This design comes from an exercise in tuning for small area, a short achievable clock period and few clock cycles on the open sky130 flow, not from production work. Function was checked by simulation only, so behaviour that the tests miss may differ from the original. Power and IR drop assume default switching activity.

Design CHIP, start of the top module:
module CHIP #(
    parameter BIT_W = 32
)(
    input               i_clk,
    input               i_rst_n,
    input  [BIT_W-1:0]  i_IMEM_data,
    output [BIT_W-1:0]  o_IMEM_addr,
    output              o_IMEM_cen,
    input               i_DMEM_stall,
    input  [BIT_W-1:0]  i_DMEM_rdata,
    output              o_DMEM_cen,
    output              o_DMEM_wen,
    output [BIT_W-1:0]  o_DMEM_addr,
    output [BIT_W-1:0]  o_DMEM_wdata
);
Size in the first run: about 6,200 cells after synthesis, ~170 I/O pins, about 0.074 mm2 of cells after synthesis.
clock: 11.0 ns
lec_check: 0
abc_clock_period_in_ps: 3500
cap_margin: 20
core_margin: 2
core_utilization: 40
setup_slack_margin: 0.5
slew_margin: 20
standard.sh (not shown) runs the stock make flow with config.mk's settings and CLKGATE_MAP_FILE= SYNTH_SCRIPT=/design/flow/synth_recipe.tcl, a recipe that flattens the netlist after the stock synthesis.
==> flow/flow/run.sh <==
#!/bin/bash
set -uo pipefail
HERE=$(dirname "$0")
MARGIN=$(cat "$HERE/margin.txt")
RPT=orfs/reports/sky130hd/CHIP/base/6_finish.rpt

violations() {
  # prints the number of max slew / max cap violations in the finish report
  awk '/report_check_types/ {on=1} on && /VIOLATED/ {n++} /max_slew_check_slack/ {on=0} END {print n+0}' "$RPT"
}

bash standard.sh SETUP_SLACK_MARGIN="$MARGIN" finish > flow_make.log 2>&1
rc=$?
if [[ $rc -ne 0 || ! -f "$RPT" || $(violations) -ne 0 ]]; then
  mv orfs orfs_first
  rm -f out/final.def
  bash standard.sh SETUP_SLACK_MARGIN="$MARGIN" SKIP_GATE_CLONING=1 finish > flow_make_2.log 2>&1
  rc=$?

fi
exit $rc
==> flow/flow/margin.txt <==
6.75
Testbench counts at the start, summed over its fixed seeds: cycles 76,688.
Edit:
--- a/flow/design.v
+++ b/flow/design.v
@@ -23,15 +23,15 @@
     localparam [6:0] OP_BR    = 7'b1100011;
     localparam [6:0] OP_ECALL = 7'b1110011;
     localparam [31:0] PC_RESET = 32'h00010000;
     localparam [31:0] SP_RESET = 32'hbffffff0;
     localparam [31:0] GP_RESET = 32'h10008000;
     reg  [31:0] pc_f;
     reg  [31:0] ir;
-    reg  [31:0] pcx_d;           
+    reg  [31:0] pc_d;
     reg         v_d;
     reg  [31:0] oh1_d, oh2_d;    
     reg         v_e;
     reg  [31:0] x_e, y_e, b_e;    
     reg  [4:0]  rd_e;
     reg         e_wr;        
     reg         e_ld, e_st, e_mul, e_br, e_jalr;
@@ -64,14 +64,16 @@
     wire d_mul   = d_r & ir[25];
     wire d_use1  = d_r | d_i | d_jalr | d_ld | d_st | d_br;
     wire d_use2  = d_r | d_st | d_br;
     wire d_wrany = (d_r | d_i | d_auipc | d_jal | d_jalr | d_ld) & (rd_d != 5'd0);
     wire [31:0] imm_i = {{20{ir[31]}}, ir[31:20]};
     wire [31:0] imm_s = {{20{ir[31]}}, ir[31:25], ir[11:7]};
     wire [31:0] imm_u = {ir[31:12], 12'b0};
+    wire [31:0] imm_b = {{19{ir[31]}}, ir[31], ir[7], ir[30:25], ir[11:8], 1'b0};
+    wire [31:0] imm_j = {{11{ir[31]}}, ir[31], ir[19:12], ir[20], ir[30:21], 1'b0};
     function [31:0] rf_init;
         input [4:0] r;
         begin
             case (r)
                 5'd2:    rf_init = SP_RESET;
                 5'd3:    rf_init = GP_RESET;
                 default: rf_init = 32'd0;
@@ -141,21 +143,19 @@
                           (e_mul & (m_busy | m_done)) |
                           (e_wr & port_taken));
     wire go_e = v_e & ~stall_e;
     assign ex_wr_now = go_e & e_wr;
     wire redirect_e = go_e & ((e_br & taken) | e_jalr);
     wire [31:0] target_e = e_jalr ? {sum[31:1], 1'b0} : b_e;
     wire stall_d = stall_e | hazard_d;
+    wire [31:0] target_b = pc_d + imm_b;      
     wire [31:0] f_inst = i_IMEM_data;
     wire        f_jal  = (f_inst[6:0] == OP_JAL);
-    wire        f_br   = (f_inst[6:0] == OP_BR);
     wire [31:0] f_imm_j = {{11{f_inst[31]}}, f_inst[31], f_inst[19:12], f_inst[20], f_inst[30:21], 1'b0};
-    wire [31:0] f_imm_b = {{19{f_inst[31]}}, f_inst[31], f_inst[7], f_inst[30:25], f_inst[11:8], 1'b0};
-    wire [31:0] target_j = pc_f + f_imm_j;    
-    wire [31:0] target_b = pc_f + f_imm_b;    
+    wire [31:0] target_j = pc_f + f_imm_j;
     wire [31:0] pc_4 = pc_f + 32'd4;
     always @(posedge i_clk or negedge i_rst_n) begin
         if (!i_rst_n) begin
             pc_f <= PC_RESET;
             v_d  <= 1'b0;
         end else begin
             if (redirect_e) begin
@@ -166,15 +166,15 @@
                 v_d  <= 1'b1;
             end
         end
     end
     always @(posedge i_clk) begin
         if (!stall_d) begin
             ir    <= f_inst;
-            pcx_d <= f_br ? target_b : f_jal ? pc_4 : pc_f;
+            pc_d  <= pc_f;
             oh1_d <= 32'd1 << f_inst[19:15];
             oh2_d <= 32'd1 << f_inst[24:20];
         end
     end
     assign o_IMEM_addr = pc_f;
     assign o_IMEM_cen  = 1'b1;
     always @(posedge i_clk or negedge i_rst_n) begin
@@ -183,30 +183,31 @@
         end else begin
             if (redirect_e) v_e <= 1'b0;
             else if (!stall_e) v_e <= v_d & ~hazard_d;
         end
     end
     always @(posedge i_clk) begin
         if (!stall_e) begin
-            x_e    <= d_auipc ? pcx_d : rs1_val;
-            y_e    <= d_auipc ? imm_u :
+            x_e    <= (d_auipc | d_jal) ? pc_d : rs1_val;
+            y_e    <= d_jal   ? 32'd4 :
+                      d_auipc ? imm_u :
                       d_st    ? imm_s :
                       (d_r | d_br) ? rs2_val : imm_i;
-            b_e    <= d_jalr ? pc_f : (d_br | d_jal) ? pcx_d : rs2_val;
+            b_e    <= d_jalr ? pc_f : d_br ? target_b : rs2_val;
             rd_e   <= rd_d;
             e_wr   <= ((d_r & ~d_mul) | d_i | d_auipc | d_jal | d_jalr) & (rd_d != 5'd0);
             e_ld   <= d_ld;
             e_st   <= d_st;
             e_mul  <= d_mul;
             e_br   <= d_br;
             e_jalr <= d_jalr;
             e_sub  <= (d_r & ir[30]) | d_br | (d_i & f3_d == 3'b010);
             e_f3   <= f3_d;
             e_sh   <= ir[24:20];
-            if (d_jalr | d_jal)                  e_sel <= 7'b1000000;
+            if (d_jalr)                          e_sel <= 7'b1000000;
             else if (d_r & f3_d == 3'b111)       e_sel <= 7'b0000010;
             else if (d_r & f3_d == 3'b100)       e_sel <= 7'b0000100;
             else if (d_i & f3_d == 3'b010)       e_sel <= 7'b0001000;
             else if (d_i & f3_d == 3'b001)       e_sel <= 7'b0010000;
             else if (d_i & f3_d == 3'b101)       e_sel <= 7'b0100000;
             else                                 e_sel <= 7'b0000001;
         end
@@ -217,17 +218,15 @@
     integer k;
     always @(posedge i_clk) begin
         for (k = 1; k < 32; k = k + 1)
             if (wb_en && wb_rd == k) rf[k] <= wb_data;
     end
     always @(posedge i_clk or negedge i_rst_n) begin
         if (!i_rst_n) rf_v <= 31'd0;
-        else
-            for (k = 1; k < 32; k = k + 1)
-                if (wb_en && wb_rd == k) rf_v[k] <= 1'b1;
+        else if (wb_en && wb_rd != 5'd0) rf_v[wb_rd] <= 1'b1;
     end
     wire enq = go_e & (e_ld | e_st);
     wire port_free = ~p_cen | ~i_DMEM_stall;      
     wire q_ld = e_ld & (rd_e != 5'd0);
     always @(posedge i_clk or negedge i_rst_n) begin
         if (!i_rst_n) begin
             p_cen <= 1'b0;
After rerunning: The changed run completed without violations. Final cell count falls slightly. Die area is about the same. Non-clock buffer count falls by 42. Sequential share of layout area falls by 0.15 points. Clock skew falls by 24 ps. Setup slack improves by 120 ps. Design area rises slightly. Critical path depth falls by 1. Sequential power falls slightly. Clock power rises by a few percent. Wire length rises slightly. Core utilization rises by 0.14 points. Sequential cell count stays the same.
Testbench counts after the change, summed over its fixed seeds: cycles 76,688.

## static timing again, ports no longer ideal
No port has a modelled driver above. Below, the same layouts with a new extraction and two added sets of constraints.
Step 1: set_driving_cell puts a clkbuf_16 on i_clk and a buf_2 on each other input, an assumption about the parent block.
Step 2 adds t to the input delays and takes it off the output delays; t is the mean of the earliest and latest rising clock arrival at the registers after step 1. Input paths then give back, and output paths get back, about the clock's delay inside the block.
Slacks: ideal ports / drivers / drivers and shift; pairs: ideal ports / drivers.
run	shift t [ns]	setup WS [ns]	hold slack, ns	worst setup path at the end	worst slew at a driven data input, ns
the first run	0.910	6.597 / 6.597 / 5.914	0.407 / 0.407 / 0.407	input to register	0.07
the second run	0.913	6.720 / 6.651 / 5.861	0.441 / 0.441 / 0.441	input to register	0.07
After both steps setup and hold are still met in every run listed. For the second run, which loses most, drivers alone change the setup slack by -0.069 ns; drivers and shift together by -0.859 ns.
